This design comes from an exercise in tuning for small area on the open sky130 flow, not from production work. Only simulation tests tie the RTL to the original design; equivalence was not proved. Power is estimated from default activity; no workload was simulated.

`flow/run.sh`:
```
#!/bin/bash
# Layout: the standard flow (standard.sh, unchanged synthesis and steps),
# with the input and output port buffers made of sky130_fd_sc_hd__buf_1 and
# clock tree synthesis without dummy loads and with larger sink clusters.
set -euo pipefail
export BUFFER_PORTS_ARGS="-buffer_cell sky130_fd_sc_hd__buf_1"
export CTS_ARGS="-sink_clustering_enable -repair_clock_nets -dont_use_dummy_load -sink_clustering_size 30 -sink_clustering_max_diameter 80 -buf_list sky130_fd_sc_hd__clkbuf_16"
bash standard.sh > standard_flow.log 2>&1
```
`standard.sh`:
```
#!/bin/bash
# synth_recipe.tcl (not shown) runs the flow's synth.tcl, then flattens the netlist and writes it again
# the make line also repeats each setting of config.mk as NAME=value (left out here)
make -C /OpenROAD-flow-scripts/flow DESIGN_CONFIG=/design/flow/config.mk WORK_HOME=/design/flow/orfs CLKGATE_MAP_FILE= SYNTH_SCRIPT=/design/flow/synth_recipe.tcl "${@:-finish}"
```
`config.mk`:
```
export PLATFORM = sky130hd
export DESIGN_NAME = multiply_matrix
export DESIGN_NICKNAME = multiply_matrix
export VERILOG_FILES = /design/flow/design.v
export SDC_FILE = /design/flow/constraint.sdc
export NUM_CORES = 8
export LEC_CHECK = 0
export CAP_MARGIN = 20
export CORE_MARGIN = 2
export CORE_UTILIZATION = 66
export CTS_BUF_LIST = sky130_fd_sc_hd__clkbuf_8 sky130_fd_sc_hd__clkbuf_16
export CTS_CLUSTER_DIAMETER = 60
export CTS_CLUSTER_SIZE = 20
export PLACE_DENSITY = 0.78
export SLEW_MARGIN = 20
export SYNTH_HIERARCHICAL = 1
```
`constraint.sdc`:
```
create_clock -name core_clock -period 5.0 [get_ports {clk}]
set_input_delay 1.0000 -clock core_clock [delete_from_list [all_inputs] [get_ports {clk}]]
set_output_delay 1.0000 -clock core_clock [all_outputs]
set_load 0.01 [all_outputs]
```
`design.v`:
```
module booth_sel
(
	input logic onen, twon, negn, nzn,
	input logic [7:0] w,
	output logic [8:0] p
);
	logic [7:0] tn;
	assign tn = w ^ {8{negn}};
	assign p[0] = ~((onen | tn[0]) & (twon | negn));
	genvar b;
	generate
		for (b = 1; b < 8; b = b + 1) begin : g_b
			assign p[b] = ~((onen | tn[b]) & (twon | tn[b-1]));
		end
	endgenerate
	assign p[8] = nzn | tn[7];
endmodule
module fa
(
	input logic a, b, ci,
	output logic s, co
);
	assign s = a ^ b ^ ci;
	assign co = (a & b) | (a & ci) | (b & ci);
endmodule
module fac
(
	input logic a, b,
	output logic s, co
);
	assign s = ~(a ^ b);
	assign co = a | b;
endmodule
module ha
(
	input logic a, b,
	output logic s, co
);
	assign s = a ^ b;
	assign co = a & b;
endmodule
module booth_enc
(
	input logic [31:0] a,
	output logic [47:0] e
);
	integer k, i;
	logic x2, x1, x0;
	always_comb begin
		for (k = 0; k < 4; k = k + 1) begin
			for (i = 0; i < 4; i = i + 1) begin
				x2 = a[8*k + 2*i + 1];
				x1 = a[8*k + 2*i];
				x0 = (i == 0) ? 1'b0 : a[8*k + 2*i - 1];
				e[4*k + i] = ~(x1 ^ x0);
				e[16 + 4*k + i] = ~((x2 & ~x1 & ~x0) | (~x2 & x1 & x0));
				e[32 + 4*k + i] = ~(x2 & ~(x1 & x0));
			end
		end
	end
endmodule
module negsum
(
	input logic [63:0] a,
	output logic [9:0] n
);
	integer k, i;
	logic x2, x1, x0;
	always_comb begin
		n = 10'd0;
		for (k = 0; k < 8; k = k + 1) begin
			for (i = 0; i < 4; i = i + 1) begin
				x2 = a[8*k + 2*i + 1];
				x1 = a[8*k + 2*i];
				x0 = (i == 0) ? 1'b0 : a[8*k + 2*i - 1];
				n = n + ({9'd0, x2 & ~(x1 & x0)} << (2*i));
			end
		end
	end
endmodule
module dot_lo
(
	input logic [15:0] onen, twon, negn, nzn,
	input logic [31:0] w,
	input logic [19:0] acc0,
	input logic [9:0] n,
	output logic [19:0] sa,
	output logic [13:0] sb,
	output logic sc
);
  wire [8:0] p0_0;
  booth_sel b0_0 (.onen(onen[0]), .twon(twon[0]), .negn(negn[0]), .nzn(nzn[0]), .w(w[0 +: 8]), .p(p0_0));
  wire [8:0] p0_1;
  booth_sel b0_1 (.onen(onen[1]), .twon(twon[1]), .negn(negn[1]), .nzn(nzn[1]), .w(w[0 +: 8]), .p(p0_1));
  wire [8:0] p0_2;
  booth_sel b0_2 (.onen(onen[2]), .twon(twon[2]), .negn(negn[2]), .nzn(nzn[2]), .w(w[0 +: 8]), .p(p0_2));
  wire [8:0] p0_3;
  booth_sel b0_3 (.onen(onen[3]), .twon(twon[3]), .negn(negn[3]), .nzn(nzn[3]), .w(w[0 +: 8]), .p(p0_3));
  wire [8:0] p1_0;
  booth_sel b1_0 (.onen(onen[4]), .twon(twon[4]), .negn(negn[4]), .nzn(nzn[4]), .w(w[8 +: 8]), .p(p1_0));
  wire [8:0] p1_1;
  booth_sel b1_1 (.onen(onen[5]), .twon(twon[5]), .negn(negn[5]), .nzn(nzn[5]), .w(w[8 +: 8]), .p(p1_1));
  wire [8:0] p1_2;
  booth_sel b1_2 (.onen(onen[6]), .twon(twon[6]), .negn(negn[6]), .nzn(nzn[6]), .w(w[8 +: 8]), .p(p1_2));
  wire [8:0] p1_3;
  booth_sel b1_3 (.onen(onen[7]), .twon(twon[7]), .negn(negn[7]), .nzn(nzn[7]), .w(w[8 +: 8]), .p(p1_3));
  wire [8:0] p2_0;
  booth_sel b2_0 (.onen(onen[8]), .twon(twon[8]), .negn(negn[8]), .nzn(nzn[8]), .w(w[16 +: 8]), .p(p2_0));
  wire [8:0] p2_1;
  booth_sel b2_1 (.onen(onen[9]), .twon(twon[9]), .negn(negn[9]), .nzn(nzn[9]), .w(w[16 +: 8]), .p(p2_1));
  wire [8:0] p2_2;
  booth_sel b2_2 (.onen(onen[10]), .twon(twon[10]), .negn(negn[10]), .nzn(nzn[10]), .w(w[16 +: 8]), .p(p2_2));
  wire [8:0] p2_3;
  booth_sel b2_3 (.onen(onen[11]), .twon(twon[11]), .negn(negn[11]), .nzn(nzn[11]), .w(w[16 +: 8]), .p(p2_3));
  wire [8:0] p3_0;
  booth_sel b3_0 (.onen(onen[12]), .twon(twon[12]), .negn(negn[12]), .nzn(nzn[12]), .w(w[24 +: 8]), .p(p3_0));
  wire [8:0] p3_1;
  booth_sel b3_1 (.onen(onen[13]), .twon(twon[13]), .negn(negn[13]), .nzn(nzn[13]), .w(w[24 +: 8]), .p(p3_1));
  wire [8:0] p3_2;
  booth_sel b3_2 (.onen(onen[14]), .twon(twon[14]), .negn(negn[14]), .nzn(nzn[14]), .w(w[24 +: 8]), .p(p3_2));
  wire [8:0] p3_3;
  booth_sel b3_3 (.onen(onen[15]), .twon(twon[15]), .negn(negn[15]), .nzn(nzn[15]), .w(w[24 +: 8]), .p(p3_3));
  wire ks1, kc1;
  fac k1 (.a(p0_2[7]), .b(p0_3[5]), .s(ks1), .co(kc1));
  wire ks2, kc2;
  fac k2 (.a(p0_2[8]), .b(p0_3[6]), .s(ks2), .co(kc2));
  wire ks3, kc3;
  fac k3 (.a(p0_3[8]), .b(p1_3[8]), .s(ks3), .co(kc3));
  wire i16_0 = ~acc0[16];
  wire i18_0 = ~acc0[18];
  wire ks4, kc4;
  fac k4 (.a(acc0[18]), .b(acc0[19]), .s(ks4), .co(kc4));
  wire s1, c1;
  fa f1 (.a(n[4]), .b(p0_0[4]), .ci(p0_1[2]), .s(s1), .co(c1));
  wire s2, c2;
  fa f2 (.a(n[5]), .b(p0_0[5]), .ci(p0_1[3]), .s(s2), .co(c2));
  wire s3, c3;
  fa f3 (.a(n[6]), .b(p0_0[6]), .ci(p0_1[4]), .s(s3), .co(c3));
  wire s4, c4;
  fa f4 (.a(p0_2[2]), .b(p0_3[0]), .ci(p1_0[6]), .s(s4), .co(c4));
  wire s5, c5;
  fa f5 (.a(p1_1[4]), .b(p1_2[2]), .ci(p1_3[0]), .s(s5), .co(c5));
  wire s6, c6;
  fa f6 (.a(n[7]), .b(p0_0[7]), .ci(p0_1[5]), .s(s6), .co(c6));
  wire s7, c7;
  fa f7 (.a(p0_2[3]), .b(p0_3[1]), .ci(p1_0[7]), .s(s7), .co(c7));
  wire s8, c8;
  fa f8 (.a(p1_1[5]), .b(p1_2[3]), .ci(p1_3[1]), .s(s8), .co(c8));
  wire s9, c9;
  fa f9 (.a(p2_0[7]), .b(p2_1[5]), .ci(p2_2[3]), .s(s9), .co(c9));
  wire s10, c10;
  fa f10 (.a(n[8]), .b(p0_0[8]), .ci(p0_1[6]), .s(s10), .co(c10));
  wire s11, c11;
  fa f11 (.a(p0_2[4]), .b(p0_3[2]), .ci(p1_0[8]), .s(s11), .co(c11));
  wire s12, c12;
  fa f12 (.a(p1_1[6]), .b(p1_2[4]), .ci(p1_3[2]), .s(s12), .co(c12));
  wire s13, c13;
  fa f13 (.a(p2_0[8]), .b(p2_1[6]), .ci(p2_2[4]), .s(s13), .co(c13));
  wire s14, c14;
  fa f14 (.a(p2_3[2]), .b(p3_0[8]), .ci(p3_1[6]), .s(s14), .co(c14));
  wire s15, c15;
  fa f15 (.a(n[9]), .b(p0_1[7]), .ci(p0_2[5]), .s(s15), .co(c15));
  wire s16, c16;
  fa f16 (.a(p0_3[3]), .b(p1_1[7]), .ci(p1_2[5]), .s(s16), .co(c16));
  wire s17, c17;
  fa f17 (.a(p1_3[3]), .b(p2_1[7]), .ci(p2_2[5]), .s(s17), .co(c17));
  wire s18, c18;
  fa f18 (.a(p0_1[8]), .b(p0_2[6]), .ci(p0_3[4]), .s(s18), .co(c18));
  wire s19, c19;
  fa f19 (.a(p1_1[8]), .b(p1_2[6]), .ci(p1_3[4]), .s(s19), .co(c19));
  wire s20, c20;
  fa f20 (.a(n[2]), .b(p0_0[2]), .ci(p0_1[0]), .s(s20), .co(c20));
  wire s21, c21;
  fa f21 (.a(n[3]), .b(p0_0[3]), .ci(p0_1[1]), .s(s21), .co(c21));
  wire s22, c22;
  fa f22 (.a(p0_2[0]), .b(p1_0[4]), .ci(p1_1[2]), .s(s22), .co(c22));
  wire s23, c23;
  fa f23 (.a(p1_2[0]), .b(p2_0[4]), .ci(p2_1[2]), .s(s23), .co(c23));
  wire s24, c24;
  fa f24 (.a(p0_2[1]), .b(p1_0[5]), .ci(p1_1[3]), .s(s24), .co(c24));
  wire s25, c25;
  fa f25 (.a(p1_2[1]), .b(p2_0[5]), .ci(p2_1[3]), .s(s25), .co(c25));
  wire s26, c26;
  fa f26 (.a(p2_2[1]), .b(p3_0[5]), .ci(p3_1[3]), .s(s26), .co(c26));
  wire s27, c27;
  fa f27 (.a(p2_0[6]), .b(p2_1[4]), .ci(p2_2[2]), .s(s27), .co(c27));
  wire s28, c28;
  fa f28 (.a(p2_3[0]), .b(p3_0[6]), .ci(p3_1[4]), .s(s28), .co(c28));
  wire s29, c29;
  fa f29 (.a(p3_2[2]), .b(p3_3[0]), .ci(acc0[6]), .s(s29), .co(c29));
  wire s30, c30;
  fa f30 (.a(c2), .b(s3), .ci(s4), .s(s30), .co(c30));
  wire s31, c31;
  fa f31 (.a(p2_3[1]), .b(p3_0[7]), .ci(p3_1[5]), .s(s31), .co(c31));
  wire s32, c32;
  fa f32 (.a(p3_2[3]), .b(p3_3[1]), .ci(acc0[7]), .s(s32), .co(c32));
  wire s33, c33;
  fa f33 (.a(c3), .b(c4), .ci(c5), .s(s33), .co(c33));
  wire s34, c34;
  fa f34 (.a(s6), .b(s7), .ci(s8), .s(s34), .co(c34));
  wire s35, c35;
  fa f35 (.a(p3_2[4]), .b(p3_3[2]), .ci(acc0[8]), .s(s35), .co(c35));
  wire s36, c36;
  fa f36 (.a(c6), .b(c7), .ci(c8), .s(s36), .co(c36));
  wire s37, c37;
  fa f37 (.a(c9), .b(s10), .ci(s11), .s(s37), .co(c37));
  wire s38, c38;
  fa f38 (.a(s12), .b(s13), .ci(s14), .s(s38), .co(c38));
  wire s39, c39;
  fa f39 (.a(p2_3[3]), .b(p3_1[7]), .ci(p3_2[5]), .s(s39), .co(c39));
  wire s40, c40;
  fa f40 (.a(p3_3[3]), .b(acc0[9]), .ci(c10), .s(s40), .co(c40));
  wire s41, c41;
  fa f41 (.a(c11), .b(c12), .ci(c13), .s(s41), .co(c41));
  wire s42, c42;
  fa f42 (.a(c14), .b(s15), .ci(s16), .s(s42), .co(c42));
  wire s43, c43;
  fa f43 (.a(p2_1[8]), .b(p2_2[6]), .ci(p2_3[4]), .s(s43), .co(c43));
  wire s44, c44;
  fa f44 (.a(p3_1[8]), .b(p3_2[6]), .ci(p3_3[4]), .s(s44), .co(c44));
  wire s45, c45;
  fa f45 (.a(acc0[10]), .b(c15), .ci(c16), .s(s45), .co(c45));
  wire s46, c46;
  fa f46 (.a(c17), .b(s18), .ci(s19), .s(s46), .co(c46));
  wire s47, c47;
  fa f47 (.a(p1_2[7]), .b(p1_3[5]), .ci(p2_2[7]), .s(s47), .co(c47));
  wire s48, c48;
  fa f48 (.a(p2_3[5]), .b(p3_2[7]), .ci(p3_3[5]), .s(s48), .co(c48));
  wire s49, c49;
  fa f49 (.a(ks1), .b(acc0[11]), .ci(c18), .s(s49), .co(c49));
  wire s50, c50;
  fa f50 (.a(p1_2[8]), .b(p1_3[6]), .ci(p2_2[8]), .s(s50), .co(c50));
  wire s51, c51;
  fa f51 (.a(p2_3[6]), .b(p3_2[8]), .ci(p3_3[6]), .s(s51), .co(c51));
  wire s52, c52;
  fa f52 (.a(p1_0[2]), .b(p1_1[0]), .ci(p2_0[2]), .s(s52), .co(c52));
  wire s53, c53;
  fa f53 (.a(p1_0[3]), .b(p1_1[1]), .ci(p2_0[3]), .s(s53), .co(c53));
  wire s54, c54;
  fa f54 (.a(p2_1[1]), .b(p3_0[3]), .ci(p3_1[1]), .s(s54), .co(c54));
  wire s55, c55;
  fa f55 (.a(p2_2[0]), .b(p3_0[4]), .ci(p3_1[2]), .s(s55), .co(c55));
  wire s56, c56;
  fa f56 (.a(p3_2[0]), .b(acc0[4]), .ci(c21), .s(s56), .co(c56));
  wire s57, c57;
  fa f57 (.a(s1), .b(s22), .ci(s23), .s(s57), .co(c57));
  wire s58, c58;
  fa f58 (.a(p3_2[1]), .b(acc0[5]), .ci(c1), .s(s58), .co(c58));
  wire s59, c59;
  fa f59 (.a(c22), .b(c23), .ci(s2), .s(s59), .co(c59));
  wire s60, c60;
  fa f60 (.a(s24), .b(s25), .ci(s26), .s(s60), .co(c60));
  wire s61, c61;
  fa f61 (.a(c24), .b(c25), .ci(c26), .s(s61), .co(c61));
  wire s62, c62;
  fa f62 (.a(s27), .b(s28), .ci(s5), .s(s62), .co(c62));
  wire hs5, hc5;
  ha h5 (.a(s29), .b(s30), .s(hs5), .co(hc5));
  wire s63, c63;
  fa f63 (.a(c27), .b(c28), .ci(s31), .s(s63), .co(c63));
  wire s64, c64;
  fa f64 (.a(s9), .b(c29), .ci(s32), .s(s64), .co(c64));
  wire s65, c65;
  fa f65 (.a(c30), .b(s33), .ci(s34), .s(s65), .co(c65));
  wire s66, c66;
  fa f66 (.a(c31), .b(c32), .ci(s35), .s(s66), .co(c66));
  wire s67, c67;
  fa f67 (.a(c33), .b(c34), .ci(s36), .s(s67), .co(c67));
  wire hs6, hc6;
  ha h6 (.a(s37), .b(s38), .s(hs6), .co(hc6));
  wire s68, c68;
  fa f68 (.a(s17), .b(s39), .ci(c35), .s(s68), .co(c68));
  wire s69, c69;
  fa f69 (.a(c36), .b(s40), .ci(c37), .s(s69), .co(c69));
  wire s70, c70;
  fa f70 (.a(c38), .b(s41), .ci(s42), .s(s70), .co(c70));
  wire s71, c71;
  fa f71 (.a(c39), .b(s43), .ci(s44), .s(s71), .co(c71));
  wire s72, c72;
  fa f72 (.a(c40), .b(c41), .ci(c42), .s(s72), .co(c72));
  wire hs7, hc7;
  ha h7 (.a(s45), .b(s46), .s(hs7), .co(hc7));
  wire s73, c73;
  fa f73 (.a(c19), .b(c43), .ci(c44), .s(s73), .co(c73));
  wire s74, c74;
  fa f74 (.a(s47), .b(s48), .ci(c45), .s(s74), .co(c74));
  wire hs8, hc8;
  ha h8 (.a(s49), .b(c46), .s(hs8), .co(hc8));
  wire s75, c75;
  fa f75 (.a(kc1), .b(ks2), .ci(acc0[12]), .s(s75), .co(c75));
  wire s76, c76;
  fa f76 (.a(c47), .b(c48), .ci(s50), .s(s76), .co(c76));
  wire hs9, hc9;
  ha h9 (.a(s51), .b(c49), .s(hs9), .co(hc9));
  wire s77, c77;
  fa f77 (.a(p0_3[7]), .b(p1_3[7]), .ci(p2_3[7]), .s(s77), .co(c77));
  wire s78, c78;
  fa f78 (.a(p3_3[7]), .b(kc2), .ci(acc0[13]), .s(s78), .co(c78));
  wire hs10, hc10;
  ha h10 (.a(c50), .b(c51), .s(hs10), .co(hc10));
  wire s79, c79;
  fa f79 (.a(p2_3[8]), .b(p3_3[8]), .ci(ks3), .s(s79), .co(c79));
  wire s80, c80;
  fa f80 (.a(n[0]), .b(p0_0[0]), .ci(p1_0[0]), .s(s80), .co(c80));
  wire s81, c81;
  fa f81 (.a(n[1]), .b(p0_0[1]), .ci(p1_0[1]), .s(s81), .co(c81));
  wire s82, c82;
  fa f82 (.a(p2_0[1]), .b(p3_0[1]), .ci(acc0[1]), .s(s82), .co(c82));
  wire s83, c83;
  fa f83 (.a(p2_1[0]), .b(p3_0[2]), .ci(p3_1[0]), .s(s83), .co(c83));
  wire s84, c84;
  fa f84 (.a(acc0[2]), .b(s20), .ci(s52), .s(s84), .co(c84));
  wire s85, c85;
  fa f85 (.a(acc0[3]), .b(c20), .ci(c52), .s(s85), .co(c85));
  wire s86, c86;
  fa f86 (.a(s21), .b(s53), .ci(s54), .s(s86), .co(c86));
  wire s87, c87;
  fa f87 (.a(c53), .b(c54), .ci(s55), .s(s87), .co(c87));
  wire hs11, hc11;
  ha h11 (.a(s56), .b(s57), .s(hs11), .co(hc11));
  wire s88, c88;
  fa f88 (.a(c55), .b(c56), .ci(s58), .s(s88), .co(c88));
  wire s89, c89;
  fa f89 (.a(c57), .b(s59), .ci(s60), .s(s89), .co(c89));
  wire s90, c90;
  fa f90 (.a(c58), .b(c59), .ci(c60), .s(s90), .co(c90));
  wire s91, c91;
  fa f91 (.a(s61), .b(s62), .ci(hs5), .s(s91), .co(c91));
  wire s92, c92;
  fa f92 (.a(c61), .b(c62), .ci(s63), .s(s92), .co(c92));
  wire s93, c93;
  fa f93 (.a(s64), .b(hc5), .ci(s65), .s(s93), .co(c93));
  wire s94, c94;
  fa f94 (.a(c63), .b(c64), .ci(s66), .s(s94), .co(c94));
  wire s95, c95;
  fa f95 (.a(hs6), .b(c65), .ci(s67), .s(s95), .co(c95));
  wire s96, c96;
  fa f96 (.a(s68), .b(c66), .ci(c67), .s(s96), .co(c96));
  wire s97, c97;
  fa f97 (.a(hc6), .b(s69), .ci(s70), .s(s97), .co(c97));
  wire s98, c98;
  fa f98 (.a(s71), .b(c68), .ci(c69), .s(s98), .co(c98));
  wire s99, c99;
  fa f99 (.a(hs7), .b(s72), .ci(c70), .s(s99), .co(c99));
  wire s100, c100;
  fa f100 (.a(c71), .b(s73), .ci(hs8), .s(s100), .co(c100));
  wire s101, c101;
  fa f101 (.a(s74), .b(c72), .ci(hc7), .s(s101), .co(c101));
  wire s102, c102;
  fa f102 (.a(c73), .b(s75), .ci(s76), .s(s102), .co(c102));
  wire s103, c103;
  fa f103 (.a(hs9), .b(c74), .ci(hc8), .s(s103), .co(c103));
  wire s104, c104;
  fa f104 (.a(s77), .b(hs10), .ci(c75), .s(s104), .co(c104));
  wire s105, c105;
  fa f105 (.a(s78), .b(c76), .ci(hc9), .s(s105), .co(c105));
  wire s106, c106;
  fa f106 (.a(acc0[14]), .b(c77), .ci(hc10), .s(s106), .co(c106));
  wire hs12, hc12;
  ha h12 (.a(c78), .b(s79), .s(hs12), .co(hc12));
  wire s107, c107;
  fa f107 (.a(kc3), .b(acc0[15]), .ci(c79), .s(s107), .co(c107));
  wire s108, c108;
  fa f108 (.a(p2_0[0]), .b(p3_0[0]), .ci(acc0[0]), .s(s108), .co(c108));
  wire s109, c109;
  fa f109 (.a(c80), .b(s81), .ci(s82), .s(s109), .co(c109));
  wire s110, c110;
  fa f110 (.a(c81), .b(s83), .ci(c82), .s(s110), .co(c110));
  wire s111, c111;
  fa f111 (.a(c83), .b(c84), .ci(s85), .s(s111), .co(c111));
  wire s112, c112;
  fa f112 (.a(c85), .b(c86), .ci(s87), .s(s112), .co(c112));
  wire s113, c113;
  fa f113 (.a(c87), .b(hc11), .ci(s88), .s(s113), .co(c113));
  wire s114, c114;
  fa f114 (.a(c88), .b(c89), .ci(s90), .s(s114), .co(c114));
  wire s115, c115;
  fa f115 (.a(c90), .b(s92), .ci(c91), .s(s115), .co(c115));
  wire s116, c116;
  fa f116 (.a(c92), .b(s94), .ci(c93), .s(s116), .co(c116));
  wire s117, c117;
  fa f117 (.a(c94), .b(s96), .ci(c95), .s(s117), .co(c117));
  wire s118, c118;
  fa f118 (.a(c96), .b(s98), .ci(c97), .s(s118), .co(c118));
  wire s119, c119;
  fa f119 (.a(s100), .b(c98), .ci(c99), .s(s119), .co(c119));
  wire s120, c120;
  fa f120 (.a(s102), .b(c100), .ci(c101), .s(s120), .co(c120));
  wire s121, c121;
  fa f121 (.a(s104), .b(c102), .ci(s105), .s(s121), .co(c121));
  wire s122, c122;
  fa f122 (.a(hs12), .b(c104), .ci(s106), .s(s122), .co(c122));
  wire s123, c123;
  fa f123 (.a(hc12), .b(c106), .ci(s107), .s(s123), .co(c123));
  wire s124, c124;
  fa f124 (.a(s84), .b(s110), .ci(c109), .s(s124), .co(c124));
  wire s125, c125;
  fa f125 (.a(s86), .b(c110), .ci(s111), .s(s125), .co(c125));
  wire s126, c126;
  fa f126 (.a(c111), .b(hs11), .ci(s112), .s(s126), .co(c126));
  wire s127, c127;
  fa f127 (.a(c112), .b(s89), .ci(s113), .s(s127), .co(c127));
  wire s128, c128;
  fa f128 (.a(c113), .b(s91), .ci(s114), .s(s128), .co(c128));
  wire s129, c129;
  fa f129 (.a(c114), .b(s93), .ci(s115), .s(s129), .co(c129));
  wire s130, c130;
  fa f130 (.a(s95), .b(c115), .ci(s116), .s(s130), .co(c130));
  wire s131, c131;
  fa f131 (.a(s97), .b(c116), .ci(s117), .s(s131), .co(c131));
  wire s132, c132;
  fa f132 (.a(s99), .b(c117), .ci(s118), .s(s132), .co(c132));
  wire s133, c133;
  fa f133 (.a(s101), .b(c118), .ci(s119), .s(s133), .co(c133));
  wire s134, c134;
  fa f134 (.a(s103), .b(s120), .ci(c119), .s(s134), .co(c134));
  wire s135, c135;
  fa f135 (.a(c103), .b(s121), .ci(c120), .s(s135), .co(c135));
  wire s136, c136;
  fa f136 (.a(c105), .b(s122), .ci(c121), .s(s136), .co(c136));
  wire hs13, hc13;
  ha h13 (.a(c122), .b(s123), .s(hs13), .co(hc13));
  wire s137, c137;
  fa f137 (.a(i16_0), .b(c107), .ci(c123), .s(s137), .co(c137));
  wire hs14, hc14;
  ha h14 (.a(acc0[16]), .b(acc0[17]), .s(hs14), .co(hc14));
  wire rs15, rc15;
  ha r15 (.a(i18_0), .b(hc14), .s(rs15), .co(rc15));
  wire rs16, rc16;
  ha r16 (.a(ks4), .b(rc15), .s(rs16), .co(rc16));
  wire rs17, rc17;
  ha r17 (.a(s80), .b(s108), .s(rs17), .co(rc17));
  wire s138, c138;
  fa f138 (.a(c108), .b(rc17), .ci(s109), .s(s138), .co(c138));
  wire rs18, rc18;
  ha r18 (.a(c138), .b(s124), .s(rs18), .co(rc18));
  wire s139, c139;
  fa f139 (.a(c124), .b(s125), .ci(rc18), .s(s139), .co(c139));
  assign sa = {rs16, rs15, c137, hc13, c136, c135, c134, c133, c132, c131, c130, c129, c128, c127, c126, c125, s139, rs18, s138, rs17};
  assign sb = {hs14, s137, hs13, s136, s135, s134, s133, s132, s131, s130, s129, s128, s127, s126};
  assign sc = c139;
endmodule
module dot_hi
(
	input logic [15:0] onen, twon, negn, nzn,
	input logic [31:0] w,
	input logic [19:0] acc0,
	input logic [13:0] acc1,
	input logic [0:0] acc2,
	output logic [19:0] sa,
	output logic [11:0] sb,
	output logic sc
);
  wire [8:0] p0_0;
  booth_sel b0_0 (.onen(onen[0]), .twon(twon[0]), .negn(negn[0]), .nzn(nzn[0]), .w(w[0 +: 8]), .p(p0_0));
  wire [8:0] p0_1;
  booth_sel b0_1 (.onen(onen[1]), .twon(twon[1]), .negn(negn[1]), .nzn(nzn[1]), .w(w[0 +: 8]), .p(p0_1));
  wire [8:0] p0_2;
  booth_sel b0_2 (.onen(onen[2]), .twon(twon[2]), .negn(negn[2]), .nzn(nzn[2]), .w(w[0 +: 8]), .p(p0_2));
  wire [8:0] p0_3;
  booth_sel b0_3 (.onen(onen[3]), .twon(twon[3]), .negn(negn[3]), .nzn(nzn[3]), .w(w[0 +: 8]), .p(p0_3));
  wire [8:0] p1_0;
  booth_sel b1_0 (.onen(onen[4]), .twon(twon[4]), .negn(negn[4]), .nzn(nzn[4]), .w(w[8 +: 8]), .p(p1_0));
  wire [8:0] p1_1;
  booth_sel b1_1 (.onen(onen[5]), .twon(twon[5]), .negn(negn[5]), .nzn(nzn[5]), .w(w[8 +: 8]), .p(p1_1));
  wire [8:0] p1_2;
  booth_sel b1_2 (.onen(onen[6]), .twon(twon[6]), .negn(negn[6]), .nzn(nzn[6]), .w(w[8 +: 8]), .p(p1_2));
  wire [8:0] p1_3;
  booth_sel b1_3 (.onen(onen[7]), .twon(twon[7]), .negn(negn[7]), .nzn(nzn[7]), .w(w[8 +: 8]), .p(p1_3));
  wire [8:0] p2_0;
  booth_sel b2_0 (.onen(onen[8]), .twon(twon[8]), .negn(negn[8]), .nzn(nzn[8]), .w(w[16 +: 8]), .p(p2_0));
  wire [8:0] p2_1;
  booth_sel b2_1 (.onen(onen[9]), .twon(twon[9]), .negn(negn[9]), .nzn(nzn[9]), .w(w[16 +: 8]), .p(p2_1));
  wire [8:0] p2_2;
  booth_sel b2_2 (.onen(onen[10]), .twon(twon[10]), .negn(negn[10]), .nzn(nzn[10]), .w(w[16 +: 8]), .p(p2_2));
  wire [8:0] p2_3;
  booth_sel b2_3 (.onen(onen[11]), .twon(twon[11]), .negn(negn[11]), .nzn(nzn[11]), .w(w[16 +: 8]), .p(p2_3));
  wire [8:0] p3_0;
  booth_sel b3_0 (.onen(onen[12]), .twon(twon[12]), .negn(negn[12]), .nzn(nzn[12]), .w(w[24 +: 8]), .p(p3_0));
  wire [8:0] p3_1;
  booth_sel b3_1 (.onen(onen[13]), .twon(twon[13]), .negn(negn[13]), .nzn(nzn[13]), .w(w[24 +: 8]), .p(p3_1));
  wire [8:0] p3_2;
  booth_sel b3_2 (.onen(onen[14]), .twon(twon[14]), .negn(negn[14]), .nzn(nzn[14]), .w(w[24 +: 8]), .p(p3_2));
  wire [8:0] p3_3;
  booth_sel b3_3 (.onen(onen[15]), .twon(twon[15]), .negn(negn[15]), .nzn(nzn[15]), .w(w[24 +: 8]), .p(p3_3));
  wire s1, c1;
  fa f1 (.a(acc0[4]), .b(acc1[0]), .ci(acc2[0]), .s(s1), .co(c1));
  wire s2, c2;
  fa f2 (.a(acc0[5]), .b(acc1[1]), .ci(p0_0[5]), .s(s2), .co(c2));
  wire s3, c3;
  fa f3 (.a(acc0[6]), .b(acc1[2]), .ci(p0_0[6]), .s(s3), .co(c3));
  wire s4, c4;
  fa f4 (.a(p0_1[4]), .b(p0_2[2]), .ci(p0_3[0]), .s(s4), .co(c4));
  wire s5, c5;
  fa f5 (.a(p1_0[6]), .b(p1_1[4]), .ci(p1_2[2]), .s(s5), .co(c5));
  wire s6, c6;
  fa f6 (.a(acc0[7]), .b(acc1[3]), .ci(p0_0[7]), .s(s6), .co(c6));
  wire s7, c7;
  fa f7 (.a(p0_1[5]), .b(p0_2[3]), .ci(p0_3[1]), .s(s7), .co(c7));
  wire s8, c8;
  fa f8 (.a(p1_0[7]), .b(p1_1[5]), .ci(p1_2[3]), .s(s8), .co(c8));
  wire s9, c9;
  fa f9 (.a(p1_3[1]), .b(p2_0[7]), .ci(p2_1[5]), .s(s9), .co(c9));
  wire s10, c10;
  fa f10 (.a(acc0[8]), .b(acc1[4]), .ci(p0_0[8]), .s(s10), .co(c10));
  wire s11, c11;
  fa f11 (.a(p0_1[6]), .b(p0_2[4]), .ci(p0_3[2]), .s(s11), .co(c11));
  wire s12, c12;
  fa f12 (.a(p1_0[8]), .b(p1_1[6]), .ci(p1_2[4]), .s(s12), .co(c12));
  wire s13, c13;
  fa f13 (.a(p1_3[2]), .b(p2_0[8]), .ci(p2_1[6]), .s(s13), .co(c13));
  wire s14, c14;
  fa f14 (.a(p2_2[4]), .b(p2_3[2]), .ci(p3_0[8]), .s(s14), .co(c14));
  wire s15, c15;
  fa f15 (.a(acc0[9]), .b(acc1[5]), .ci(p0_1[7]), .s(s15), .co(c15));
  wire s16, c16;
  fa f16 (.a(p0_2[5]), .b(p0_3[3]), .ci(p1_1[7]), .s(s16), .co(c16));
  wire s17, c17;
  fa f17 (.a(p1_2[5]), .b(p1_3[3]), .ci(p2_1[7]), .s(s17), .co(c17));
  wire s18, c18;
  fa f18 (.a(acc0[10]), .b(acc1[6]), .ci(p0_1[8]), .s(s18), .co(c18));
  wire s19, c19;
  fa f19 (.a(p0_2[6]), .b(p0_3[4]), .ci(p1_1[8]), .s(s19), .co(c19));
  wire s20, c20;
  fa f20 (.a(p0_0[4]), .b(p0_1[2]), .ci(p0_2[0]), .s(s20), .co(c20));
  wire s21, c21;
  fa f21 (.a(p1_0[4]), .b(p1_1[2]), .ci(p1_2[0]), .s(s21), .co(c21));
  wire s22, c22;
  fa f22 (.a(p0_1[3]), .b(p0_2[1]), .ci(p1_0[5]), .s(s22), .co(c22));
  wire s23, c23;
  fa f23 (.a(p1_1[3]), .b(p1_2[1]), .ci(p2_0[5]), .s(s23), .co(c23));
  wire s24, c24;
  fa f24 (.a(p2_1[3]), .b(p2_2[1]), .ci(p3_0[5]), .s(s24), .co(c24));
  wire s25, c25;
  fa f25 (.a(p1_3[0]), .b(p2_0[6]), .ci(p2_1[4]), .s(s25), .co(c25));
  wire s26, c26;
  fa f26 (.a(p2_2[2]), .b(p2_3[0]), .ci(p3_0[6]), .s(s26), .co(c26));
  wire s27, c27;
  fa f27 (.a(p3_1[4]), .b(p3_2[2]), .ci(p3_3[0]), .s(s27), .co(c27));
  wire s28, c28;
  fa f28 (.a(c2), .b(s3), .ci(s4), .s(s28), .co(c28));
  wire s29, c29;
  fa f29 (.a(p2_2[3]), .b(p2_3[1]), .ci(p3_0[7]), .s(s29), .co(c29));
  wire s30, c30;
  fa f30 (.a(p3_1[5]), .b(p3_2[3]), .ci(p3_3[1]), .s(s30), .co(c30));
  wire s31, c31;
  fa f31 (.a(c3), .b(c4), .ci(c5), .s(s31), .co(c31));
  wire s32, c32;
  fa f32 (.a(s6), .b(s7), .ci(s8), .s(s32), .co(c32));
  wire s33, c33;
  fa f33 (.a(p3_1[6]), .b(p3_2[4]), .ci(p3_3[2]), .s(s33), .co(c33));
  wire s34, c34;
  fa f34 (.a(c6), .b(c7), .ci(c8), .s(s34), .co(c34));
  wire s35, c35;
  fa f35 (.a(c9), .b(s10), .ci(s11), .s(s35), .co(c35));
  wire s36, c36;
  fa f36 (.a(s12), .b(s13), .ci(s14), .s(s36), .co(c36));
  wire s37, c37;
  fa f37 (.a(p2_2[5]), .b(p2_3[3]), .ci(p3_1[7]), .s(s37), .co(c37));
  wire s38, c38;
  fa f38 (.a(p3_2[5]), .b(p3_3[3]), .ci(c10), .s(s38), .co(c38));
  wire s39, c39;
  fa f39 (.a(c11), .b(c12), .ci(c13), .s(s39), .co(c39));
  wire s40, c40;
  fa f40 (.a(c14), .b(s15), .ci(s16), .s(s40), .co(c40));
  wire s41, c41;
  fa f41 (.a(p1_2[6]), .b(p1_3[4]), .ci(p2_1[8]), .s(s41), .co(c41));
  wire s42, c42;
  fa f42 (.a(p2_2[6]), .b(p2_3[4]), .ci(p3_1[8]), .s(s42), .co(c42));
  wire s43, c43;
  fa f43 (.a(p3_2[6]), .b(p3_3[4]), .ci(c15), .s(s43), .co(c43));
  wire s44, c44;
  fa f44 (.a(c16), .b(c17), .ci(s18), .s(s44), .co(c44));
  wire s45, c45;
  fa f45 (.a(acc0[11]), .b(acc1[7]), .ci(p0_2[7]), .s(s45), .co(c45));
  wire s46, c46;
  fa f46 (.a(p0_3[5]), .b(p1_2[7]), .ci(p1_3[5]), .s(s46), .co(c46));
  wire s47, c47;
  fa f47 (.a(p2_2[7]), .b(p2_3[5]), .ci(p3_2[7]), .s(s47), .co(c47));
  wire s48, c48;
  fa f48 (.a(p3_3[5]), .b(c18), .ci(c19), .s(s48), .co(c48));
  wire s49, c49;
  fa f49 (.a(acc0[12]), .b(acc1[8]), .ci(p0_2[8]), .s(s49), .co(c49));
  wire s50, c50;
  fa f50 (.a(p0_3[6]), .b(p1_2[8]), .ci(p1_3[6]), .s(s50), .co(c50));
  wire s51, c51;
  fa f51 (.a(p2_2[8]), .b(p2_3[6]), .ci(p3_2[8]), .s(s51), .co(c51));
  wire s52, c52;
  fa f52 (.a(acc0[2]), .b(p0_0[2]), .ci(p0_1[0]), .s(s52), .co(c52));
  wire s53, c53;
  fa f53 (.a(p1_0[2]), .b(p1_1[0]), .ci(p2_0[2]), .s(s53), .co(c53));
  wire s54, c54;
  fa f54 (.a(acc0[3]), .b(p0_0[3]), .ci(p0_1[1]), .s(s54), .co(c54));
  wire s55, c55;
  fa f55 (.a(p1_0[3]), .b(p1_1[1]), .ci(p2_0[3]), .s(s55), .co(c55));
  wire s56, c56;
  fa f56 (.a(p2_1[1]), .b(p3_0[3]), .ci(p3_1[1]), .s(s56), .co(c56));
  wire s57, c57;
  fa f57 (.a(p2_0[4]), .b(p2_1[2]), .ci(p2_2[0]), .s(s57), .co(c57));
  wire s58, c58;
  fa f58 (.a(p3_0[4]), .b(p3_1[2]), .ci(p3_2[0]), .s(s58), .co(c58));
  wire s59, c59;
  fa f59 (.a(s1), .b(s20), .ci(s21), .s(s59), .co(c59));
  wire s60, c60;
  fa f60 (.a(p3_1[3]), .b(p3_2[1]), .ci(c1), .s(s60), .co(c60));
  wire s61, c61;
  fa f61 (.a(c20), .b(c21), .ci(s2), .s(s61), .co(c61));
  wire s62, c62;
  fa f62 (.a(s22), .b(s23), .ci(s24), .s(s62), .co(c62));
  wire s63, c63;
  fa f63 (.a(c22), .b(c23), .ci(c24), .s(s63), .co(c63));
  wire s64, c64;
  fa f64 (.a(s25), .b(s26), .ci(s27), .s(s64), .co(c64));
  wire hs1, hc1;
  ha h1 (.a(s5), .b(s28), .s(hs1), .co(hc1));
  wire s65, c65;
  fa f65 (.a(c25), .b(c26), .ci(c27), .s(s65), .co(c65));
  wire s66, c66;
  fa f66 (.a(s29), .b(s30), .ci(s9), .s(s66), .co(c66));
  wire s67, c67;
  fa f67 (.a(c28), .b(s31), .ci(s32), .s(s67), .co(c67));
  wire s68, c68;
  fa f68 (.a(c29), .b(c30), .ci(s33), .s(s68), .co(c68));
  wire s69, c69;
  fa f69 (.a(c31), .b(c32), .ci(s34), .s(s69), .co(c69));
  wire hs2, hc2;
  ha h2 (.a(s35), .b(s36), .s(hs2), .co(hc2));
  wire s70, c70;
  fa f70 (.a(c33), .b(s17), .ci(s37), .s(s70), .co(c70));
  wire s71, c71;
  fa f71 (.a(c34), .b(s38), .ci(c35), .s(s71), .co(c71));
  wire s72, c72;
  fa f72 (.a(c36), .b(s39), .ci(s40), .s(s72), .co(c72));
  wire s73, c73;
  fa f73 (.a(c37), .b(s19), .ci(s41), .s(s73), .co(c73));
  wire s74, c74;
  fa f74 (.a(s42), .b(c38), .ci(c39), .s(s74), .co(c74));
  wire s75, c75;
  fa f75 (.a(s43), .b(c40), .ci(s44), .s(s75), .co(c75));
  wire s76, c76;
  fa f76 (.a(c41), .b(c42), .ci(s45), .s(s76), .co(c76));
  wire s77, c77;
  fa f77 (.a(s46), .b(s47), .ci(c43), .s(s77), .co(c77));
  wire hs3, hc3;
  ha h3 (.a(c44), .b(s48), .s(hs3), .co(hc3));
  wire s78, c78;
  fa f78 (.a(p3_3[6]), .b(c45), .ci(c46), .s(s78), .co(c78));
  wire s79, c79;
  fa f79 (.a(c47), .b(s49), .ci(s50), .s(s79), .co(c79));
  wire hs4, hc4;
  ha h4 (.a(s51), .b(c48), .s(hs4), .co(hc4));
  wire s80, c80;
  fa f80 (.a(acc0[13]), .b(acc1[9]), .ci(p0_3[7]), .s(s80), .co(c80));
  wire s81, c81;
  fa f81 (.a(p1_3[7]), .b(p2_3[7]), .ci(p3_3[7]), .s(s81), .co(c81));
  wire s82, c82;
  fa f82 (.a(c49), .b(c50), .ci(c51), .s(s82), .co(c82));
  wire s83, c83;
  fa f83 (.a(acc0[14]), .b(acc1[10]), .ci(p0_3[8]), .s(s83), .co(c83));
  wire s84, c84;
  fa f84 (.a(p1_3[8]), .b(p2_3[8]), .ci(p3_3[8]), .s(s84), .co(c84));
  wire s85, c85;
  fa f85 (.a(acc0[0]), .b(p0_0[0]), .ci(p1_0[0]), .s(s85), .co(c85));
  wire s86, c86;
  fa f86 (.a(acc0[1]), .b(p0_0[1]), .ci(p1_0[1]), .s(s86), .co(c86));
  wire s87, c87;
  fa f87 (.a(p2_1[0]), .b(p3_0[2]), .ci(p3_1[0]), .s(s87), .co(c87));
  wire s88, c88;
  fa f88 (.a(c52), .b(c53), .ci(s54), .s(s88), .co(c88));
  wire s89, c89;
  fa f89 (.a(c54), .b(c55), .ci(c56), .s(s89), .co(c89));
  wire s90, c90;
  fa f90 (.a(s57), .b(s58), .ci(s59), .s(s90), .co(c90));
  wire s91, c91;
  fa f91 (.a(c57), .b(c58), .ci(s60), .s(s91), .co(c91));
  wire s92, c92;
  fa f92 (.a(c59), .b(s61), .ci(s62), .s(s92), .co(c92));
  wire s93, c93;
  fa f93 (.a(c60), .b(c61), .ci(c62), .s(s93), .co(c93));
  wire s94, c94;
  fa f94 (.a(s63), .b(s64), .ci(hs1), .s(s94), .co(c94));
  wire s95, c95;
  fa f95 (.a(c63), .b(c64), .ci(s65), .s(s95), .co(c95));
  wire s96, c96;
  fa f96 (.a(s66), .b(hc1), .ci(s67), .s(s96), .co(c96));
  wire s97, c97;
  fa f97 (.a(c65), .b(c66), .ci(s68), .s(s97), .co(c97));
  wire s98, c98;
  fa f98 (.a(hs2), .b(c67), .ci(s69), .s(s98), .co(c98));
  wire s99, c99;
  fa f99 (.a(c68), .b(s70), .ci(c69), .s(s99), .co(c99));
  wire s100, c100;
  fa f100 (.a(hc2), .b(s71), .ci(s72), .s(s100), .co(c100));
  wire s101, c101;
  fa f101 (.a(c70), .b(s73), .ci(c71), .s(s101), .co(c101));
  wire s102, c102;
  fa f102 (.a(s74), .b(c72), .ci(s75), .s(s102), .co(c102));
  wire s103, c103;
  fa f103 (.a(c73), .b(s76), .ci(c74), .s(s103), .co(c103));
  wire s104, c104;
  fa f104 (.a(hs3), .b(s77), .ci(c75), .s(s104), .co(c104));
  wire s105, c105;
  fa f105 (.a(c76), .b(s78), .ci(s79), .s(s105), .co(c105));
  wire s106, c106;
  fa f106 (.a(hs4), .b(c77), .ci(hc3), .s(s106), .co(c106));
  wire s107, c107;
  fa f107 (.a(s80), .b(s81), .ci(c78), .s(s107), .co(c107));
  wire s108, c108;
  fa f108 (.a(c79), .b(s82), .ci(hc4), .s(s108), .co(c108));
  wire s109, c109;
  fa f109 (.a(c80), .b(c81), .ci(s83), .s(s109), .co(c109));
  wire hs5, hc5;
  ha h5 (.a(s84), .b(c82), .s(hs5), .co(hc5));
  wire s110, c110;
  fa f110 (.a(acc0[15]), .b(acc1[11]), .ci(c83), .s(s110), .co(c110));
  wire s111, c111;
  fa f111 (.a(p2_0[1]), .b(p3_0[1]), .ci(c85), .s(s111), .co(c111));
  wire s112, c112;
  fa f112 (.a(c86), .b(s52), .ci(s53), .s(s112), .co(c112));
  wire s113, c113;
  fa f113 (.a(c87), .b(s55), .ci(s56), .s(s113), .co(c113));
  wire s114, c114;
  fa f114 (.a(c88), .b(s89), .ci(s90), .s(s114), .co(c114));
  wire s115, c115;
  fa f115 (.a(c89), .b(s91), .ci(c90), .s(s115), .co(c115));
  wire s116, c116;
  fa f116 (.a(c91), .b(s93), .ci(c92), .s(s116), .co(c116));
  wire s117, c117;
  fa f117 (.a(c93), .b(s95), .ci(c94), .s(s117), .co(c117));
  wire s118, c118;
  fa f118 (.a(c95), .b(s97), .ci(c96), .s(s118), .co(c118));
  wire s119, c119;
  fa f119 (.a(c97), .b(s99), .ci(c98), .s(s119), .co(c119));
  wire s120, c120;
  fa f120 (.a(c99), .b(s101), .ci(c100), .s(s120), .co(c120));
  wire s121, c121;
  fa f121 (.a(s103), .b(c101), .ci(s104), .s(s121), .co(c121));
  wire s122, c122;
  fa f122 (.a(s105), .b(c103), .ci(c104), .s(s122), .co(c122));
  wire s123, c123;
  fa f123 (.a(s107), .b(c105), .ci(s108), .s(s123), .co(c123));
  wire s124, c124;
  fa f124 (.a(s109), .b(hs5), .ci(c107), .s(s124), .co(c124));
  wire s125, c125;
  fa f125 (.a(c84), .b(c109), .ci(s110), .s(s125), .co(c125));
  wire s126, c126;
  fa f126 (.a(acc0[16]), .b(acc1[12]), .ci(c110), .s(s126), .co(c126));
  wire s127, c127;
  fa f127 (.a(p2_0[0]), .b(p3_0[0]), .ci(s85), .s(s127), .co(c127));
  wire hs6, hc6;
  ha h6 (.a(s86), .b(s111), .s(hs6), .co(hc6));
  wire s128, c128;
  fa f128 (.a(s87), .b(c111), .ci(s112), .s(s128), .co(c128));
  wire s129, c129;
  fa f129 (.a(c112), .b(s88), .ci(s113), .s(s129), .co(c129));
  wire hs7, hc7;
  ha h7 (.a(c113), .b(s114), .s(hs7), .co(hc7));
  wire s130, c130;
  fa f130 (.a(s92), .b(c114), .ci(s115), .s(s130), .co(c130));
  wire s131, c131;
  fa f131 (.a(s94), .b(c115), .ci(s116), .s(s131), .co(c131));
  wire s132, c132;
  fa f132 (.a(c116), .b(s96), .ci(s117), .s(s132), .co(c132));
  wire s133, c133;
  fa f133 (.a(s98), .b(c117), .ci(s118), .s(s133), .co(c133));
  wire s134, c134;
  fa f134 (.a(s100), .b(c118), .ci(s119), .s(s134), .co(c134));
  wire s135, c135;
  fa f135 (.a(s102), .b(c119), .ci(s120), .s(s135), .co(c135));
  wire s136, c136;
  fa f136 (.a(c102), .b(c120), .ci(s121), .s(s136), .co(c136));
  wire s137, c137;
  fa f137 (.a(s106), .b(c121), .ci(s122), .s(s137), .co(c137));
  wire s138, c138;
  fa f138 (.a(c106), .b(s123), .ci(c122), .s(s138), .co(c138));
  wire s139, c139;
  fa f139 (.a(c108), .b(s124), .ci(c123), .s(s139), .co(c139));
  wire s140, c140;
  fa f140 (.a(hc5), .b(s125), .ci(c124), .s(s140), .co(c140));
  wire hs8, hc8;
  ha h8 (.a(c125), .b(s126), .s(hs8), .co(hc8));
  wire s141, c141;
  fa f141 (.a(acc0[17]), .b(acc1[13]), .ci(c126), .s(s141), .co(c141));
  wire rs9, rc9;
  ha r9 (.a(hc8), .b(s141), .s(rs9), .co(rc9));
  wire s142, c142;
  fa f142 (.a(acc0[18]), .b(c141), .ci(rc9), .s(s142), .co(c142));
  wire rs10, rc10;
  ha r10 (.a(acc0[19]), .b(c142), .s(rs10), .co(rc10));
  wire rs11, rc11;
  ha r11 (.a(c127), .b(hs6), .s(rs11), .co(rc11));
  wire s143, c143;
  fa f143 (.a(hc6), .b(rc11), .ci(s128), .s(s143), .co(c143));
  wire s144, c144;
  fa f144 (.a(c128), .b(s129), .ci(c143), .s(s144), .co(c144));
  wire s145, c145;
  fa f145 (.a(c129), .b(hs7), .ci(c144), .s(s145), .co(c145));
  assign sa = {rs10, s142, rs9, c140, c139, c138, c137, c136, c135, c134, c133, c132, c131, c130, hc7, s145, s144, s143, rs11, s127};
  assign sb = {hs8, s140, s139, s138, s137, s136, s135, s134, s133, s132, s131, s130};
  assign sc = c145;
endmodule
module cpa20
(
	input logic [19:0] a,
	input logic [11:0] b,
	input logic ci,
	output logic [19:0] s
);
  wire [19:0] r, g;
  assign s[4:0] = a[4:0];
  fa f5 (.a(a[5]), .b(b[0]), .ci(ci), .s(r[5]), .co(g[5]));
  fa f6 (.a(a[6]), .b(b[1]), .ci(g[5]), .s(r[6]), .co(g[6]));
  fa f7 (.a(a[7]), .b(b[2]), .ci(g[6]), .s(r[7]), .co(g[7]));
  fa f8 (.a(a[8]), .b(b[3]), .ci(g[7]), .s(r[8]), .co(g[8]));
  fa f9 (.a(a[9]), .b(b[4]), .ci(g[8]), .s(r[9]), .co(g[9]));
  fa f10 (.a(a[10]), .b(b[5]), .ci(g[9]), .s(r[10]), .co(g[10]));
  fa f11 (.a(a[11]), .b(b[6]), .ci(g[10]), .s(r[11]), .co(g[11]));
  assign s[11:5] = r[11:5];
  wire c1 = g[11];
  ha h12 (.a(a[12]), .b(b[7]), .s(r[12]), .co(g[12]));
  fa f13 (.a(a[13]), .b(b[8]), .ci(g[12]), .s(r[13]), .co(g[13]));
  fa f14 (.a(a[14]), .b(b[9]), .ci(g[13]), .s(r[14]), .co(g[14]));
  fa f15 (.a(a[15]), .b(b[10]), .ci(g[14]), .s(r[15]), .co(g[15]));
  fa f16 (.a(a[16]), .b(b[11]), .ci(g[15]), .s(r[16]), .co(g[16]));
  ha h17 (.a(a[17]), .b(g[16]), .s(r[17]), .co(g[17]));
  ha h18 (.a(a[18]), .b(g[17]), .s(r[18]), .co(g[18]));
  wire [7:0] p1;
  assign p1[0] = 1'b1;
  assign p1[1] = p1[0] & r[12];
  assign s[12] = r[12] ^ (c1 & p1[0]);
  assign p1[2] = p1[1] & r[13];
  assign s[13] = r[13] ^ (c1 & p1[1]);
  assign p1[3] = p1[2] & r[14];
  assign s[14] = r[14] ^ (c1 & p1[2]);
  assign p1[4] = p1[3] & r[15];
  assign s[15] = r[15] ^ (c1 & p1[3]);
  assign p1[5] = p1[4] & r[16];
  assign s[16] = r[16] ^ (c1 & p1[4]);
  assign p1[6] = p1[5] & r[17];
  assign s[17] = r[17] ^ (c1 & p1[5]);
  assign p1[7] = p1[6] & r[18];
  assign s[18] = r[18] ^ (c1 & p1[6]);
  wire c2 = g[18] | (c1 & p1[7]);
  assign r[19] = a[19];
  assign g[19] = 1'b0;
  wire [1:0] p2;
  assign p2[0] = 1'b1;
  assign p2[1] = p2[0] & r[19];
  assign s[19] = r[19] ^ (c2 & p2[0]);
endmodule
module multiply_matrix
(
    input clk,
    input load,
	input load_w,
	input [159:0] c,
    input [63:0] a,
	input [63:0] b,
    output logic [159:0] out
);
	logic [63:0] w [0:7];
	logic [63:0] a1;
	logic [31:0] a2;
	logic [47:0] e2, e3;
	logic [9:0] n2;
	logic [159:0] s0a, s1a;
	logic [111:0] s0b;
	logic [95:0] s1b;
	logic [7:0] s0c, s1c;
	logic [159:0] s [2:7];
	logic [47:0] e_lo, e_hi;
	logic [9:0] n1;
	booth_enc enc_lo (.a(a1[31:0]), .e(e_lo));
	booth_enc enc_hi (.a(a2), .e(e_hi));
	negsum ns (.a(a1), .n(n1));
	logic [15:0] nzn2, nzn3;
	assign nzn2 = e2[15:0] & e2[31:16];
	assign nzn3 = e3[15:0] & e3[31:16];
	logic [159:0] t0a, t1a, sum;
	logic [111:0] t0b;
	logic [95:0] t1b;
	logic [7:0] t0c, t1c;
	genvar j;
	generate
		for (j = 0; j < 8; j = j + 1) begin : g_dot
			dot_lo dl (.onen(e2[15:0]), .twon(e2[31:16]), .negn(e2[47:32]), .nzn(nzn2), .w(w[j][31:0]),
				.acc0(c[20*j +: 20]), .n(n2),
				.sa(t0a[20*j +: 20]), .sb(t0b[14*j +: 14]), .sc(t0c[j]));
			dot_hi dh (.onen(e3[15:0]), .twon(e3[31:16]), .negn(e3[47:32]), .nzn(nzn3), .w(w[j][63:32]),
				.acc0(s0a[20*j +: 20]), .acc1(s0b[14*j +: 14]), .acc2(s0c[j]),
				.sa(t1a[20*j +: 20]), .sb(t1b[12*j +: 12]), .sc(t1c[j]));
			cpa20 ad (.a(s1a[20*j +: 20]), .b(s1b[12*j +: 12]), .ci(s1c[j]), .s(sum[20*j +: 20]));
		end
	endgenerate
	integer i;
	always @(posedge clk) begin
		if (load_w) begin
			w[0] <= b;
			for (i = 1; i < 8; i = i + 1)
				w[i] <= w[i-1];
		end
		if (load) begin
			a1 <= a;
			e2 <= e_lo;
			n2 <= n1;
			a2 <= a1[63:32];
			e3 <= e_hi;
			s0a <= t0a;
			s0b <= t0b;
			s0c <= t0c;
			s1a <= t1a;
			s1b <= t1b;
			s1c <= t1c;
			s[2] <= sum;
			for (i = 3; i < 8; i = i + 1)
				s[i] <= s[i-1];
		end
	end
	assign out = s[7];
endmodule
```
==> results of run 1 <==
-- final timing paths --
| check | start | end | cells after the start |
|---|---|---|---|
| max | e3[43] | s1b[90] | 10 |
| max reg2reg | e3[43] | s1b[90] | 10 |
| min | b[46] | w[0][46] | 1 |
| min reg2reg | s[2][111] | s[3][111] | 0 |
-- power groups by stage --
stage	Combinational [mW]	Sequential, mW	Clock [mW]
5_1_grt	106	39.4	11.4
6_report	97.6	39.1	10.8
3_5_place_dp	92.9	39.2	0
3_3_place_gp	87.5	38.8	0
4_1_cts	94.4	38.9	10.9
2_1_floorplan	92.5	37.3	0
-- per-layer routing --
layer	GRT usage [%]	up-vias
met5	0.0772	-
met4	24.0	24
met3	18.9	2118
met2	61.7	9247
met1	60.9	51200
li1	-	38200
-- stage by stage --
stage / cell area [sq um] / hold slack [ps]
CTS: 167000 / 267
floorplan: 163000 / 400
global route: 168000 / 288
detailed placement: 164000 / 405
global placement: 164000 / 400
finish: 168000 / 306
-- state kept, by name, summed over array words and instances (netlist names) --
signal  cells
s         960
w         512
s0a       160
s1a       160
s0b       112
s1b        96
a1         64
e2         48
e3         48
a2         32
n2         10
s0c         8
s1c         8
-- critical path: cells and delay by family (launching register included) --
kind	cells	cell delay, ps
AO/OA/AOI/OAI	1	190
XOR/XNOR	1	390
adder cells (fa/ha/maj)	6	2890
buffers and inverters	2	610
flip-flops	1	380
-- final cells by class --
class	count	share of cell area, %
clock buffer	137	2.05
antenna	57	0.0851
tap	3220	2.40
inverter	199	0.446
sequential	2218	39.7
multi-input combinational	7342	51.2
timing repair buffer	895	4.08
==> impl_results.md, run 1 <==
- Status: finished clean
- Routed Antenna Nets: 0
- Unrepaired setup endpoints after global routing: false
- Skew final: 125 ps
- Antenna violations before repair: 36
- CTS H-tree lvls: 4
- Top Layer Used: met5
- Crit Path Class: reg2reg
- Fin crit share: 94.5%
- Leak: 61.3 nW
- Dpl hpwl: 417 mm
- Flop pwr share: 26.5%
- WL met3: 87.4 mm
- Final hold vios: 0
- Utilization after layout: 68.3%
- Switching share of power: 44.9%
- Detailed Route WL: 557 mm
- Post-Place Cells: 13900
- CTS tree: done
- Share of layout cells above drive strength 1: 5.50%
- Comb power frac: 66.1%
- Final setup viols: 0
- Clock tree sinks: 2218
- Dpl ws: 387 ps
- Worst Path Required: 5530 ps
- Int Power: 81.4 mW
- Clock Path Buffers: 3
- Die footprint: 0.250 sq mm
- Syn_area_per_cell: 14.6 sq um
- Maximum vdd drop: 0.916 mV
- Achievable frequency: 212 MHz
- Clock root buffer master: clkbuf_16
- Residual DRC: 0
- R2r setup slk: 280 ps
- P_sw: 66.2 mW
- Worst skew pair latency: 880 ps
- Post-CTS resize count: 0
- Max-cap viol count: 0
- Total number of yosys warnings: 13
- Row count: 182
- Vias in the first global route: 104000
- GRT overflow: 0
- Min-delay worst type: in2reg
- Mapped cell area: 0.163 sq mm
- Wire per inst: 39.6 um
- Via count: 101000
- Max Slew Vio Count: 0
- Most used cell, CP: fa_1
- Slew HR: 19.4%
- CP startpoint kind: flop
- I/O Buffers: 450
- CP Max Fanout: 17
- DR iter-0 viols: 16800
- PD cells: 880 mW/mm^2
- Total GRT Usage: 44.9%
- Ports: 451
- Met1 WL: 201 mm
- Fillcell total: 16400
- Worst path max stage delay: 600 ps
- Worst slew pin tran: 1210 ps
- GP Congestion: 1.04
- Die Ht: 500 um
- Seq. cell area: 0.0666 sq mm
- Post-route insts no fill: 14100
- Hold_buf cts: 0
- Routed wl met2: 228 mm
- Initial core utilization: 66.3%
- Syn Nets: 14100
- Slowest cell on the critical path: fa_1
- Crit path DAT: 5260 ps
- CTS buffer count: 137
- First-pass GRT wire length: 778 mm
- Clk network pwr share: 7.3%
- Worst-path clk slew: 110 ps
- Cell Chain, Critical Path: buf_12, buf_4, xor2_1, o22ai_1, fa_1, fa_1, fa_1, fa_1, fa_1, fa_1
- DR vias/cell: 7.17
- Most common cell after layout, fill and taps aside: fa_1
- Die width: 500 um
- Core footprint: 0.245 sq mm
- Area Growth Syn to Fin: 3.02%
- Min cycle time layout: 4720 ps
- Drt pass-1 iters: 10
- Setup Fix Bufs, Post-CTS: 0
- Area of the multi-input gates: 0.0858 sq mm
- Largest net degree at the start of global routing: 110
- NumNets Final: 13800
- Setup crit end kind: flop
- Most frequent cells in the layout: fa_1, edfxtp_1, xor2_1
- Final TNS setup: 0 ps
- Post-route setup slack: 275 ps
- Total power: 148 mW
- Gate Count Post-Synth: 11200
==> inputs of run 2 (changes only) <==
==> config.mk (replaced) <==
export PLATFORM = sky130hd
export DESIGN_NAME = multiply_matrix
export DESIGN_NICKNAME = multiply_matrix
export VERILOG_FILES = /design/flow/design.v
export SDC_FILE = /design/flow/constraint.sdc
export NUM_CORES = 8
export LEC_CHECK = 0
export CAP_MARGIN = 5
export CORE_MARGIN = 2
export CORE_UTILIZATION = 60
export CTS_BUF_LIST = sky130_fd_sc_hd__clkbuf_8 sky130_fd_sc_hd__clkbuf_16
export CTS_CLUSTER_DIAMETER = 60
export CTS_CLUSTER_SIZE = 20
export PLACE_DENSITY = 0.72
export SLEW_MARGIN = 5
export SYNTH_HIERARCHICAL = 1
==> run 2 against run 1 <==
  * Still clean
  * Hold slack got worse by 58 ps
  * Via count shrank 3.8%
  * Area after synthesis unchanged
  * Worst setup slack lost 170 ps
  * Synthesized cell count did not move
  * Sequential power hardly changed
  * Non-clock buffer count down 39
  * Clock power barely moved
  * Global-route usage decreased by 5.5 points
  * Die area grew 9.9%
  * Critical endpoint is now s1a[159]
  * Highest routed layer unchanged
==> impl_results.md, run 2 <==
- Area Growth Syn to Fin: 3.17%
- Critical R2R Launch: e3[35]
- Ports: 451 (unchanged)
- Syn_area_per_cell: 14.6 sq um (unchanged)
- CTS H-tree lvls: 4 (unchanged)
- Final TNS setup: 0 ps (unchanged)
- Vias in the first global route: 100000 (-4.0%)
- Post-Place Cells: 14200 (+2.2%)
- Worst R2R End: s1a[159]
- Syn Nets: 14100 (unchanged)
- Placed inst area: 0.164 sq mm (about the same)
- P_sw: 64.7 mW (-2.3%)
- Gate Count Post-Synth: 11200 (unchanged)
- Setup crit end kind: flop
- Final instance area: 0.168 sq mm (+0.14%)
- Drt pass-1 iters: 6 (-4)
- Final hold vios: 0 (unchanged)
- Total number of yosys warnings: 13 (unchanged)
- Initial core utilization: 60.2% (-6.1 points)
- Min cycle time layout: 4890 ps (+166 ps)
- Top Registers: s: 960 flops, w: 512 flops
- Slew HR: 5.54% (-14 points)
- Detailed Route WL: 539 mm (-3.1%)
- Wire per inst: 37.5 um (-5.2%)
- Die Ht: 525 um (+4.8%)
- Most common cell after layout, fill and taps aside: fa_1
- R2R cell count: 10 (unchanged)
- Row count: 191 (+4.9%)
- Post-CTS resize count: 0 (unchanged)
- Dpl hpwl: 412 mm (-1.1%)
- Worst hold stages: 1 (unchanged)
- R2r setup slk: 110 ps (-170 ps)
- Die width: 525 um (+4.8%)
- DR vias/cell: 6.75 (-5.9%)
- Max-cap viol count: 0 (unchanged)
- Fin crit share: 97.8% (+3.3 points)
- Crit Path Class: reg2reg
- NumNets Final: 13700 (-0.25%)
- Clock root buffer master: clkbuf_16
- Worst skew pair latency: 900 ps (+20 ps)
- Worst slew pin tran: 1420 ps (+208 ps)
- Leak: 61.2 nW (-0.22%)
- Core footprint: 0.270 sq mm (+10%)
- Total GRT Usage: 39.4% (-5.5 points)
- CTS buffer count: 141 (+2.9%)
- Clk network pwr share: 7.5% (+0.2 points)
- Mapped cell area: 0.163 sq mm (unchanged)
- Hold slack: 248 ps (-58.0 ps)
- Share of layout cells above drive strength 1: 5.23% (-0.26 points)
- Switching share of power: 44.4% (-0.50 points)
- Hold EP: w[0][34]
- Crit path DAT: 5510 ps (+250 ps)
- CTS tree: done
- Unrepaired setup endpoints after global routing: false
- Antenna violations before repair: 45 (+25%)
- CP Launch Point: e3[35]
- Largest net degree at the start of global routing: 153 (+39%)
- Worst Path Required: 5620 ps (+90 ps)
- Status: finished clean
- CP Max Fanout: 31 (+14)
- Setup Fix Bufs, Post-CTS: 0 (unchanged)
- Utilization after layout: 62.1% (-6.2 points)
- Routed Antenna Nets: 0 (unchanged)
- First-pass GRT wire length: 757 mm (-2.7%)
- Achievable frequency: 204 MHz (-3.4%)
- Int Power: 81.1 mW (-0.29%)
- Skew final: 93.9 ps (-31.4 ps)
- Min-delay worst type: in2reg
- Hold_sp: b[34]
- Comb power frac: 65.8% (-0.3 points)
- I/O Buffers: 450 (unchanged)
- Die footprint: 0.275 sq mm (+9.9%)
- Residual DRC: 0 (unchanged)
- Most frequent cells in the layout: fa_1, edfxtp_1, xor2_1
- Post-route insts no fill: 14400 (+2.2%)
- Final setup viols: 0 (unchanged)
- Worst-path clk slew: 110 ps (about the same)
- GRT overflow: 0 (unchanged)
- DR iter-0 viols: 14000 (-16%)
- Clock tree sinks: 2218 (unchanged)
- Clock Path Buffers: 4 (+1)
- Largest reg by FF count: s
- Via count: 96900 (-3.8%)
- Hold_buf cts: 0 (unchanged)
- Maximum vdd drop: 1.27 mV (+39%)
- Max reg flops: 960 (unchanged)
- GP Congestion: 1.05 (+0.46%)
- CP startpoint kind: flop
- Max Slew Vio Count: 0 (unchanged)
- Flop pwr share: 26.6% (about the same)
- PD cells: 869 mW/mm^2 (-1.3%)
run 2: area by class of cell:
| class | instances | area (sq um) |
|---|---|---|
| repair buffers | 856 | 6560 |
| inverters | 199 | 747 |
| diodes | 46 | 115 |
| multi-input cells | 7342 | 85800 |
| clock buffers | 141 | 3530 |
| flip-flops and latches | 2218 | 66600 |
| well taps | 3570 | 4470 |
| fillers | 20200 | 102000 |
run 2: power by group through the flow:
stage	registers [mW]	clock network (mW)	logic, mW
final	38.8	11.0	96.0
after global routing	39.1	11.8	105
after CTS	38.6	11.2	94.1
after detailed placement	39.0	0	93.8
after global placement	38.8	0	90.4
after floorplan	37.3	0	92.5
run 2: metal layers:
metal  vias to the layer above  GRT usage [%]  wire, um
li1                      38200              -         -
met4                        16           19.0     31400
met3                      1269           15.3     76400
met5                         -          0.173       136
met1                     50400           54.9    209000
met2                      7059           54.3    222000
run 2: worst max-delay path by stage:
stage,endpoint,slack [ps],cells after the start
3_5_place_dp,s1a[39],290,10
4_1_cts,s1a[19],270,10
3_3_place_gp,s1a[159],180,10
6_report,s1a[159],110,10
5_1_grt,s1a[159],100,10
2_1_floorplan,s1b[17],760,10
run 2: worst max-delay path, cell delays in order (launching register included):
cell and delay (ps):
edfxtp_1 370, buf_12 270, xor2_1 790, o22ai_1 670
fa_1 610, fa_1 450, fa_1 410, ha_1 210
ha_1 210, fa_1 360, ha_1 280
run 2: through the flow:
step	setup slack (ps)	total power, mW
floorplan	762	130
global placement	184	129
detailed placement	287	133
CTS	266	144
global route	104	156
finish	109	146

[afterwards: timing with drivers on the ports]
Ports are ideal in the flow. The routed layouts listed here were re-timed in OpenROAD. Step 1, drivers: a clkbuf_16 drives clk and a buf_2 each remaining input, both assumed. Step 2 moves the port delays by t, midway between the first and last clock arrival at a register: inputs arrive t later, outputs are due t later. That takes back most of the time a late clock gives input paths. Slacks: ideal ports / drivers / drivers and shift; pairs: ideal ports / drivers.
run	shift t [ns]	setup slack, ns	worst setup path after step 2
run 1	0.928	0.275 / 0.275 / 0.275	register to register
run 2	0.974	0.109 / 0.109 / 0.109	register to register
After both steps setup and hold are still met in every run listed.
